Source: an optimization exercise on an open RTL-to-GDS flow (aim: small area, a short achievable clock period and few clock cycles). Production flows keep margins and buffers that such runs may drop.
RTL that was checked went through simulation tests only; none was proved equivalent to the original.

==> build 69: inputs <==
// LCD_CTRL
module LCD_CTRL(clk, reset, IROM_Q, cmd, cmd_valid, IROM_EN, IROM_A, IRB_RW, IRB_D, IRB_A, busy, done);
input clk;
input reset;
input [7:0] IROM_Q;
input [2:0] cmd;
input cmd_valid;
output IROM_EN;
output [5:0] IROM_A;
output IRB_RW;
output [7:0] IRB_D;
output [5:0] IRB_A;
output busy;
output done;
reg        IROM_EN;
reg  [5:0] IROM_A;
reg        IRB_RW;
reg  [7:0] IRB_D;
reg  [5:0] IRB_A;
reg        busy;
reg        done;
localparam [383:0] SPIRAL = 384'hff8fb9df0f7abe8f3b9e07d85d01c03c8181142103db1d72ba9d339a179959138934a30bb6ab2b96275a55251392371b;
genvar gi, gj;
integer i, j;
reg  [511:0] img;         
reg  [6:0]   n;           
reg  [6:0]   ln;          
reg          fy;          
reg  [63:0]  pend;        
reg  [2:0]   Xm, Ym;      
reg  [6:0]   rtm, clm;    
reg  [6:0]   rt, cl;      
reg  [7:0]   wv [0:3];    
reg  [2:0]   c_r;         
reg          v_r;
reg          ok;          
reg          fin;         
reg  [5:0]   land_a;      
reg          land_v;
wire is_data = c_r[2] & (c_r[1] | c_r[0]);               
wire exec    = v_r & (~is_data | ok);                    
wire exec_d  = v_r & is_data & ok;
wire accept  = cmd_valid & ~busy & ~done;
  ...
Settings: LEC_CHECK=0, CAP_MARGIN=20, CORE_MARGIN=2, CORE_UTILIZATION=40, CTS_BUF_LIST=sky130_fd_sc_hd__clkbuf_16, CTS_CLUSTER_DIAMETER=70, CTS_CLUSTER_SIZE=25, SLEW_MARGIN=20; clock period 11.0 ns.
standard.sh (not shown) runs the stock make flow with config.mk's settings and CLKGATE_MAP_FILE= SYNTH_SCRIPT=/design/flow/synth_recipe.tcl, a recipe that flattens the netlist after the stock synthesis.
==> flow/flow/run.sh <==
#!/bin/bash
# Layout: the standard flow (standard.sh), unchanged, except that its
# timing repair (floorplan, CTS and global-route repair_timing) aims at a
# setup margin of 8.0 ns instead of 0, so it sizes the critical paths for a
# shorter period. The SDC, the clock period and every other step are the
# standard ones. make's full output goes to flow.log here; each ORFS step
# writes its own log under orfs/logs/.
set -euo pipefail
bash standard.sh SETUP_SLACK_MARGIN=8.0 finish > flow.log 2>&1
==> trial 22: changes against build 69 <==
--- a/flow/design.v
+++ b/flow/design.v
@@ -30,16 +30,17 @@
 reg  [6:0]   rtm, clm;    
 reg  [6:0]   rt, cl;      
 reg  [7:0]   wv [0:3];    
 reg  [2:0]   c_r;         
 reg          v_r;
 reg          ok;          
-reg          fin;         
+reg          flush;       
 reg  [5:0]   land_a;      
 reg          land_v;
 wire is_data = c_r[2] & (c_r[1] | c_r[0]);               
+wire is_wr   = (c_r == 3'd0);
 wire exec    = v_r & (~is_data | ok);                    
 wire exec_d  = v_r & is_data & ok;
 wire accept  = cmd_valid & ~busy & ~done;
 wire a_up = accept & (cmd == 3'd1) & ~rtm[0];
 wire a_dn = accept & (cmd == 3'd2) & ~rtm[6];
 wire a_lf = accept & (cmd == 3'd3) & ~clm[0];
@@ -230,13 +231,13 @@
 wire [2:0] Yb = fy ? 3'd0 - Ym : Ym;                     
 wire [3:0] ia_r = 4'b0001 << IROM_A[4:3];
 wire [3:0] ia_c = 4'b0001 << IROM_A[1:0];
 wire conf_n = ~IROM_EN & |(ia_r & (rwn[3:0] | rwn[7:4])) & |(ia_c & (cwn[3:0] | cwn[7:4]));
 wire ok_n = ({1'b0, rk(Yb, Xm)} < ln) & ~conf_n;
 wire [3:0] fwd = cls_or(win_n & land_dec);
-wire [63:0] wc = pend & ~(fin ? 64'd0 : win_c);
+wire [63:0] wc = pend & ~((flush | (v_r & is_wr)) ? 64'd0 : win_c);
 wire [63:0] wc_p;
 generate
 for (gi = 0; gi < 64; gi = gi + 1) begin : wp
     assign wc_p[gi] = wc[SPIRAL[(63-gi)*6 +: 6]];
 end
 endgenerate
@@ -293,29 +294,29 @@
 endgenerate
 always @(posedge clk) begin
     for (j = 0; j < 64; j = j + 1)
         if (land_dec[j] | (exec_d & win_c[j]))
             img[j*8 +: 8] <= wbus[((j/8)%4)*4 + (j%8)%4];
 end
-wire       fin_n   = fin | (accept & (cmd == 3'd0));
+wire       flush_n = flush | (exec & is_wr);
 wire       v_r_n   = accept | (v_r & ~exec);
 wire [2:0] c_r_n   = accept ? cmd : c_r;
-wire       busy_n  = fin_n | (v_r_n & c_r_n[2] & (c_r_n[1] | c_r_n[0]) & ~ok_n);
+wire       busy_n  = flush_n | (v_r_n & ((c_r_n == 3'd0) | (c_r_n[2] & (c_r_n[1] | c_r_n[0]) & ~ok_n)));
 always @(posedge clk or posedge reset) begin
     if (reset) begin
         Xm <= 3'd4; Ym <= 3'd4; rtm <= 7'b0001000; clm <= 7'b0001000;
         rt <= 7'b0001000; cl <= 7'b0001000;
-        c_r <= 3'd0; v_r <= 1'b0; ok <= 1'b0; fin <= 1'b0;
+        c_r <= 3'd0; v_r <= 1'b0; ok <= 1'b0; flush <= 1'b0;
         busy <= 1'b0; done <= 1'b0;
         fy <= 1'b0;
         n <= 7'd1; ln <= 7'd0; pend <= 64'd0;
         IROM_A <= 6'd27; IROM_EN <= 1'b0;
         land_a <= 6'd0; land_v <= 1'b0;
         IRB_RW <= 1'b1; wv_r <= 1'b0;
     end else begin
-        c_r <= c_r_n; v_r <= v_r_n; fin <= fin_n; busy <= busy_n;
+        c_r <= c_r_n; v_r <= v_r_n; flush <= flush_n; busy <= busy_n;
         Ym  <= a_up ? Ym - 3'd1 : a_dn ? Ym + 3'd1 : Ym;
         Xm  <= a_lf ? Xm - 3'd1 : a_rt ? Xm + 3'd1 : Xm;
         rtm <= a_up ? {1'b0, rtm[6:1]} : a_dn ? {rtm[5:0], 1'b0} : rtm;
         clm <= a_lf ? {1'b0, clm[6:1]} : a_rt ? {clm[5:0], 1'b0} : clm;
         rt <= rtm; cl <= clm;
         fy <= fyd;
@@ -323,13 +324,13 @@
         IROM_A <= ia_nx;
         IROM_EN <= n[6];
         n <= n + {6'd0, ~n[6]}; ln <= n;
         land_a <= IROM_A; land_v <= ~IROM_EN;
         pend <= (pend & ~wg) | land_dec | (exec_d ? win_c : 64'd0);
         wv_r <= wany; IRB_RW <= ~wv_r;
-        done <= done | (fin & ~|pend & ~wv_r & n[6] & IROM_EN & ~land_v);
+        done <= done | (flush & ~|pend & ~wv_r & n[6] & IROM_EN & ~land_v);
     end
 end
 always @(posedge clk) begin
     wr_r <= wrow; wc_r <= wcol; IRB_A <= {enc8(wr_r), enc8(wc_r)}; IRB_D <= wd;
     for (i = 0; i < 4; i = i + 1)
         wv[i] <= exec_d ? nv[i] : (fwd[i] ? IROM_Q : rd[i]);
==> flow/flow/run.sh (replaced) <==
#!/bin/bash
# Layout: the standard flow (standard.sh), unchanged, except that its
# timing repair (floorplan, CTS and global-route repair_timing) aims at a
# setup margin of 7.5 ns instead of 0, so it sizes the critical paths for a
# shorter period. The SDC, the clock period and every other step are the
# standard ones. make's full output goes to flow.log here; each ORFS step
# writes its own log under orfs/logs/.
set -euo pipefail
bash standard.sh SETUP_SLACK_MARGIN=7.5 finish > flow.log 2>&1
==> trial 6: changes against build 69 <==
--- a/flow/design.v
+++ b/flow/design.v
@@ -21,13 +21,13 @@
 localparam [383:0] SPIRAL = 384'hff8fb9df0f7abe8f3b9e07d85d01c03c8181142103db1d72ba9d339a179959138934a30bb6ab2b96275a55251392371b;
 genvar gi, gj;
 integer i, j;
 reg  [511:0] img;         
 reg  [6:0]   n;           
 reg  [6:0]   ln;          
-reg          fy;          
+reg          fx, fy, tr;  
 reg  [63:0]  pend;        
 reg  [2:0]   Xm, Ym;      
 reg  [6:0]   rtm, clm;    
 reg  [6:0]   rt, cl;      
 reg  [7:0]   wv [0:3];    
 reg  [2:0]   c_r;         
@@ -97,15 +97,22 @@
 reg [7:0] rd [0:3];
 always @(*) begin
     for (i = 0; i < 4; i = i + 1) rd[i] = 8'd0;
     for (j = 0; j < 64; j = j + 1)
         rd[{j[3], j[0]}] = rd[{j[3], j[0]}] | ({8{win_n[j]}} & img[j*8 +: 8]);
 end
-wire fyd = ((n == 7'd4) | (n == 7'd16) | (n == 7'd36)) ? (Ym > 3'd4) : fy;
+wire [2:0] dy = (Ym > 3'd4) ? Ym - 3'd4 : 3'd4 - Ym;
+wire [2:0] dx = (Xm > 3'd4) ? Xm - 3'd4 : 3'd4 - Xm;
+wire dcd = (n == 7'd4) | (n == 7'd16) | (n == 7'd36);
+wire trd = dcd ? (dx > dy) : tr;
+wire fxd = dcd ? (Xm > 3'd4) : fx;
+wire fyd = dcd ? (Ym > 3'd4) : fy;
 wire [5:0] sa = sp_addr(n[5:0]);
-wire [5:0] ia_nx = {sa[5:3] ^ {3{fyd}}, sa[2:0]};        
+wire [2:0] sr = trd ? sa[2:0] : sa[5:3];
+wire [2:0] sc = trd ? sa[5:3] : sa[2:0];
+wire [5:0] ia_nx = {sr ^ {3{fyd}}, sc ^ {3{fxd}}};       
 function [5:0] sp_addr;
     input [5:0] n;
     case (n)
     6'd0: sp_addr = 6'd27;
     6'd1: sp_addr = 6'd28;
     6'd2: sp_addr = 6'd35;
@@ -224,17 +231,20 @@
     {3'd7, 3'd5}: rk = 6'd57;
     {3'd7, 3'd6}: rk = 6'd61;
     {3'd7, 3'd7}: rk = 6'd63;
     default: rk = 6'd63;
     endcase
 endfunction
-wire [2:0] Yb = fy ? 3'd0 - Ym : Ym;                     
+wire [2:0] Xf = fx ? 3'd0 - Xm : Xm;                     
+wire [2:0] Yf = fy ? 3'd0 - Ym : Ym;
+wire [2:0] Xb = tr ? Yf : Xf;
+wire [2:0] Yb = tr ? Xf : Yf;
 wire [3:0] ia_r = 4'b0001 << IROM_A[4:3];
 wire [3:0] ia_c = 4'b0001 << IROM_A[1:0];
 wire conf_n = ~IROM_EN & |(ia_r & (rwn[3:0] | rwn[7:4])) & |(ia_c & (cwn[3:0] | cwn[7:4]));
-wire ok_n = ({1'b0, rk(Yb, Xm)} < ln) & ~conf_n;
+wire ok_n = ({1'b0, rk(Yb, Xb)} < ln) & ~conf_n;
 wire [3:0] fwd = cls_or(win_n & land_dec);
 wire [63:0] wc = pend & ~(fin ? 64'd0 : win_c);
 wire [63:0] wc_p;
 generate
 for (gi = 0; gi < 64; gi = gi + 1) begin : wp
     assign wc_p[gi] = wc[SPIRAL[(63-gi)*6 +: 6]];
@@ -303,25 +313,25 @@
 always @(posedge clk or posedge reset) begin
     if (reset) begin
         Xm <= 3'd4; Ym <= 3'd4; rtm <= 7'b0001000; clm <= 7'b0001000;
         rt <= 7'b0001000; cl <= 7'b0001000;
         c_r <= 3'd0; v_r <= 1'b0; ok <= 1'b0; fin <= 1'b0;
         busy <= 1'b0; done <= 1'b0;
-        fy <= 1'b0;
+        fx <= 1'b0; fy <= 1'b0; tr <= 1'b0;
         n <= 7'd1; ln <= 7'd0; pend <= 64'd0;
         IROM_A <= 6'd27; IROM_EN <= 1'b0;
         land_a <= 6'd0; land_v <= 1'b0;
         IRB_RW <= 1'b1; wv_r <= 1'b0;
     end else begin
         c_r <= c_r_n; v_r <= v_r_n; fin <= fin_n; busy <= busy_n;
         Ym  <= a_up ? Ym - 3'd1 : a_dn ? Ym + 3'd1 : Ym;
         Xm  <= a_lf ? Xm - 3'd1 : a_rt ? Xm + 3'd1 : Xm;
         rtm <= a_up ? {1'b0, rtm[6:1]} : a_dn ? {rtm[5:0], 1'b0} : rtm;
         clm <= a_lf ? {1'b0, clm[6:1]} : a_rt ? {clm[5:0], 1'b0} : clm;
         rt <= rtm; cl <= clm;
-        fy <= fyd;
+        fx <= fxd; fy <= fyd; tr <= trd;
         ok <= ok_n;
         IROM_A <= ia_nx;
         IROM_EN <= n[6];
         n <= n + {6'd0, ~n[6]}; ln <= n;
         land_a <= IROM_A; land_v <= ~IROM_EN;
         pend <= (pend & ~wg) | land_dec | (exec_d ? win_c : 64'd0);
==> flow/flow/run.sh (replaced) <==
#!/bin/bash
# Layout: the standard flow (standard.sh), unchanged, except that its
# timing repair (floorplan, CTS and global-route repair_timing) aims at a
# setup margin of 7.5 ns instead of 0, so it sizes the critical paths for a
# shorter period. The SDC, the clock period and every other step are the
# standard ones. make's full output goes to flow.log here; each ORFS step
# writes its own log under orfs/logs/.
set -euo pipefail
bash standard.sh SETUP_SLACK_MARGIN=7.5 finish > flow.log 2>&1
- CTS_CLUSTER_DIAMETER: 70 -> 60
- CTS_CLUSTER_SIZE: 25 -> 22
==> build 25: changes against build 69 <==
--- a/flow/design.v
+++ b/flow/design.v
@@ -21,13 +21,13 @@
 localparam [383:0] SPIRAL = 384'hff8fb9df0f7abe8f3b9e07d85d01c03c8181142103db1d72ba9d339a179959138934a30bb6ab2b96275a55251392371b;
 genvar gi, gj;
 integer i, j;
 reg  [511:0] img;         
 reg  [6:0]   n;           
 reg  [6:0]   ln;          
-reg          fy;          
+reg          fx, fy, tr;  
 reg  [63:0]  pend;        
 reg  [2:0]   Xm, Ym;      
 reg  [6:0]   rtm, clm;    
 reg  [6:0]   rt, cl;      
 reg  [7:0]   wv [0:3];    
 reg  [2:0]   c_r;         
@@ -97,15 +97,22 @@
 reg [7:0] rd [0:3];
 always @(*) begin
     for (i = 0; i < 4; i = i + 1) rd[i] = 8'd0;
     for (j = 0; j < 64; j = j + 1)
         rd[{j[3], j[0]}] = rd[{j[3], j[0]}] | ({8{win_n[j]}} & img[j*8 +: 8]);
 end
-wire fyd = ((n == 7'd4) | (n == 7'd16) | (n == 7'd36)) ? (Ym > 3'd4) : fy;
+wire [2:0] dy = (Ym > 3'd4) ? Ym - 3'd4 : 3'd4 - Ym;
+wire [2:0] dx = (Xm > 3'd4) ? Xm - 3'd4 : 3'd4 - Xm;
+wire dcd = (n == 7'd4) | (n == 7'd16) | (n == 7'd36);
+wire trd = dcd ? (dx > dy) : tr;
+wire fxd = dcd ? (Xm > 3'd4) : fx;
+wire fyd = dcd ? (Ym > 3'd4) : fy;
 wire [5:0] sa = sp_addr(n[5:0]);
-wire [5:0] ia_nx = {sa[5:3] ^ {3{fyd}}, sa[2:0]};        
+wire [2:0] sr = trd ? sa[2:0] : sa[5:3];
+wire [2:0] sc = trd ? sa[5:3] : sa[2:0];
+wire [5:0] ia_nx = {sr ^ {3{fyd}}, sc ^ {3{fxd}}};       
 function [5:0] sp_addr;
     input [5:0] n;
     case (n)
     6'd0: sp_addr = 6'd27;
     6'd1: sp_addr = 6'd28;
     6'd2: sp_addr = 6'd35;
@@ -224,17 +231,20 @@
     {3'd7, 3'd5}: rk = 6'd57;
     {3'd7, 3'd6}: rk = 6'd61;
     {3'd7, 3'd7}: rk = 6'd63;
     default: rk = 6'd63;
     endcase
 endfunction
-wire [2:0] Yb = fy ? 3'd0 - Ym : Ym;                     
+wire [2:0] Xf = fx ? 3'd0 - Xm : Xm;                     
+wire [2:0] Yf = fy ? 3'd0 - Ym : Ym;
+wire [2:0] Xb = tr ? Yf : Xf;
+wire [2:0] Yb = tr ? Xf : Yf;
 wire [3:0] ia_r = 4'b0001 << IROM_A[4:3];
 wire [3:0] ia_c = 4'b0001 << IROM_A[1:0];
 wire conf_n = ~IROM_EN & |(ia_r & (rwn[3:0] | rwn[7:4])) & |(ia_c & (cwn[3:0] | cwn[7:4]));
-wire ok_n = ({1'b0, rk(Yb, Xm)} < ln) & ~conf_n;
+wire ok_n = ({1'b0, rk(Yb, Xb)} < ln) & ~conf_n;
 wire [3:0] fwd = cls_or(win_n & land_dec);
 wire [63:0] wc = pend & ~(fin ? 64'd0 : win_c);
 wire [63:0] wc_p;
 generate
 for (gi = 0; gi < 64; gi = gi + 1) begin : wp
     assign wc_p[gi] = wc[SPIRAL[(63-gi)*6 +: 6]];
@@ -303,25 +313,25 @@
 always @(posedge clk or posedge reset) begin
     if (reset) begin
         Xm <= 3'd4; Ym <= 3'd4; rtm <= 7'b0001000; clm <= 7'b0001000;
         rt <= 7'b0001000; cl <= 7'b0001000;
         c_r <= 3'd0; v_r <= 1'b0; ok <= 1'b0; fin <= 1'b0;
         busy <= 1'b0; done <= 1'b0;
-        fy <= 1'b0;
+        fx <= 1'b0; fy <= 1'b0; tr <= 1'b0;
         n <= 7'd1; ln <= 7'd0; pend <= 64'd0;
         IROM_A <= 6'd27; IROM_EN <= 1'b0;
         land_a <= 6'd0; land_v <= 1'b0;
         IRB_RW <= 1'b1; wv_r <= 1'b0;
     end else begin
         c_r <= c_r_n; v_r <= v_r_n; fin <= fin_n; busy <= busy_n;
         Ym  <= a_up ? Ym - 3'd1 : a_dn ? Ym + 3'd1 : Ym;
         Xm  <= a_lf ? Xm - 3'd1 : a_rt ? Xm + 3'd1 : Xm;
         rtm <= a_up ? {1'b0, rtm[6:1]} : a_dn ? {rtm[5:0], 1'b0} : rtm;
         clm <= a_lf ? {1'b0, clm[6:1]} : a_rt ? {clm[5:0], 1'b0} : clm;
         rt <= rtm; cl <= clm;
-        fy <= fyd;
+        fx <= fxd; fy <= fyd; tr <= trd;
         ok <= ok_n;
         IROM_A <= ia_nx;
         IROM_EN <= n[6];
         n <= n + {6'd0, ~n[6]}; ln <= n;
         land_a <= IROM_A; land_v <= ~IROM_EN;
         pend <= (pend & ~wg) | land_dec | (exec_d ? win_c : 64'd0);
==> flow/flow/run.sh (replaced) <==
#!/bin/bash
# Layout: the standard flow (standard.sh), unchanged, except that its
# timing repair (floorplan, CTS and global-route repair_timing) aims at a
# setup margin of 7.5 ns instead of 0, so it sizes the critical paths for a
# shorter period. The SDC, the clock period and every other step are the
# standard ones. make's full output goes to flow.log here; each ORFS step
# writes its own log under orfs/logs/.
set -euo pipefail
bash standard.sh SETUP_SLACK_MARGIN=7.5 finish > flow.log 2>&1
- CORE_UTILIZATION: 40 -> 45
==> impl_metrics.env <==
export IMPL_netlist_area_um2=35700
export IMPL_finish_utilization_pct=51.0
export IMPL_drive_above_1_share_pct=28.8
export IMPL_run_status="no timing/DRC/antenna violations"
export IMPL_synth_area_leaders="edfxtp_1 43%, dfrtp_1 8.6%, a22o_1 4.6%, a221oi_1 3.7%, dfxtp_1 3.5%"
export IMPL_final_nonclk_buf_share_pct=8.56
export IMPL_slowest_stage="fa_1"
export IMPL_power_mw=17.2
export IMPL_worstSetupEndpoint="img[206]"
export IMPL_wl_um=207000
[end of results for build 69]
==> impl_metrics.env <==
export IMPL_wl_um=209000
export IMPL_run_status="no timing/DRC/antenna violations"
export IMPL_seq_power_mw=3.99
export IMPL_final_nonclk_buf_share_pct=5.13
export IMPL_worstSetupEndpoint="IRB_D[3]"
export IMPL_netlist_area_um2=36000
export IMPL_synth_area_leaders="edfxtp_1 43%, dfrtp_1 8.7%, a22o_1 4.9%, a221oi_1 3.5%, dfxtp_1 3.4%"
export IMPL_slowest_stage="a221oi_1"
export IMPL_buffers_excl_clock=262
export IMPL_power_mw=14.1
export IMPL_grt_max_degree=78
export IMPL_drive_above_1_share_pct=20.0
export IMPL_finish_utilization_pct=53.2
[end of results for build 25]
==> impl_metrics.env <==
export IMPL_run_status="no timing/DRC/antenna violations"
export IMPL_finish_utilization_pct=47.5
export IMPL_netSwitchingFraction_pct=51.2
export IMPL_crit_cells=8
export IMPL_wl_um=205000
export IMPL_worstSetupEndpoint="wv[3][6]"
export IMPL_netlist_area_um2=35800
export IMPL_seqCellArea_um2=20000
export IMPL_synth_top_cell_by_area="edfxtp_1"
export IMPL_slowest_stage="a221oi_1"
export IMPL_power_mw=13.9
export IMPL_grt_max_degree=69
export IMPL_synth_area_leaders="edfxtp_1 43%, dfrtp_1 8.6%, a22o_1 5.3%, a221oi_1 3.5%, dfxtp_1 3.5%"
export IMPL_final_nonclk_buf_share_pct=5.04
export IMPL_drive_above_1_share_pct=20.6
[end of results for trial 22]
==> impl_metrics.env <==
export IMPL_run_status="no timing/DRC/antenna violations"
export IMPL_final_nonclk_buf_share_pct=5.21
export IMPL_finish_utilization_pct=47.4
export IMPL_drive_above_1_share_pct=20.0
export IMPL_grt_overflow=0
export IMPL_synth_area_leaders="edfxtp_1 43%, dfrtp_1 8.7%, a22o_1 4.9%, a221oi_1 3.5%, dfxtp_1 3.4%"
export IMPL_netlist_area_um2=36000
export IMPL_r2r_slack_ns=7.39
export IMPL_post_synth_top_count_cell="edfxtp_1"
export IMPL_wl_um=177000
export IMPL_synthAdderAreaFrac_pct=2.31
export IMPL_multi_input_gates=2186
export IMPL_post_route_period_util_pct=32.8
export IMPL_power_mw=13.8
export IMPL_slowest_stage="fa_1"
[end of results for trial 6]
Testbench counts of trial 22, summed over its fixed seeds: cycles 5,662.
Testbench counts of trial 6, summed over its fixed seeds: cycles 5,582.
Testbench counts of build 25, summed over its fixed seeds: cycles 5,582.
Function not checked in build 69: the RTL went through the layout flow alone.

static timing again, ports no longer ideal:
How much do the figures lean on ideal ports? The routed layouts below were timed once more, with nothing changed but the port constraints. Step 1 (the two cells are an assumption about what drives the block):
set clk [get_ports {clk}]
set_driving_cell -lib_cell sky130_fd_sc_hd__clkbuf_16 $clk
set_driving_cell -lib_cell sky130_fd_sc_hd__buf_2 [delete_from_list [all_inputs] $clk]
Step 2, shift: input delay + t, output delay - t, t = (earliest + latest rising clock arrival at the registers) / 2. This alone moves slack from input paths to output paths. Three values: ideal ports, drivers, drivers and shift; two values: the first two.
run	shift t [ns]	setup slack, ns	worst hold slack (ns)	pins driven straight from the clock port
build 69	0.738	7.255 / 7.255 / 7.179	0.462 / 0.462 / 0.462	1
trial 22	0.730	7.303 / 7.303 / 6.877	0.393 / 0.393 / 0.393	1
trial 6	0.741	7.388 / 7.379 / 6.890	0.423 / 0.423 / 0.423	1
build 25	0.727	7.175 / 7.175 / 6.911	0.409 / 0.409 / 0.409	1
After both steps setup and hold are still met in every run listed. The setup slack of trial 6, which loses most, moves by -0.009 ns with the drivers and by -0.498 ns with both steps.
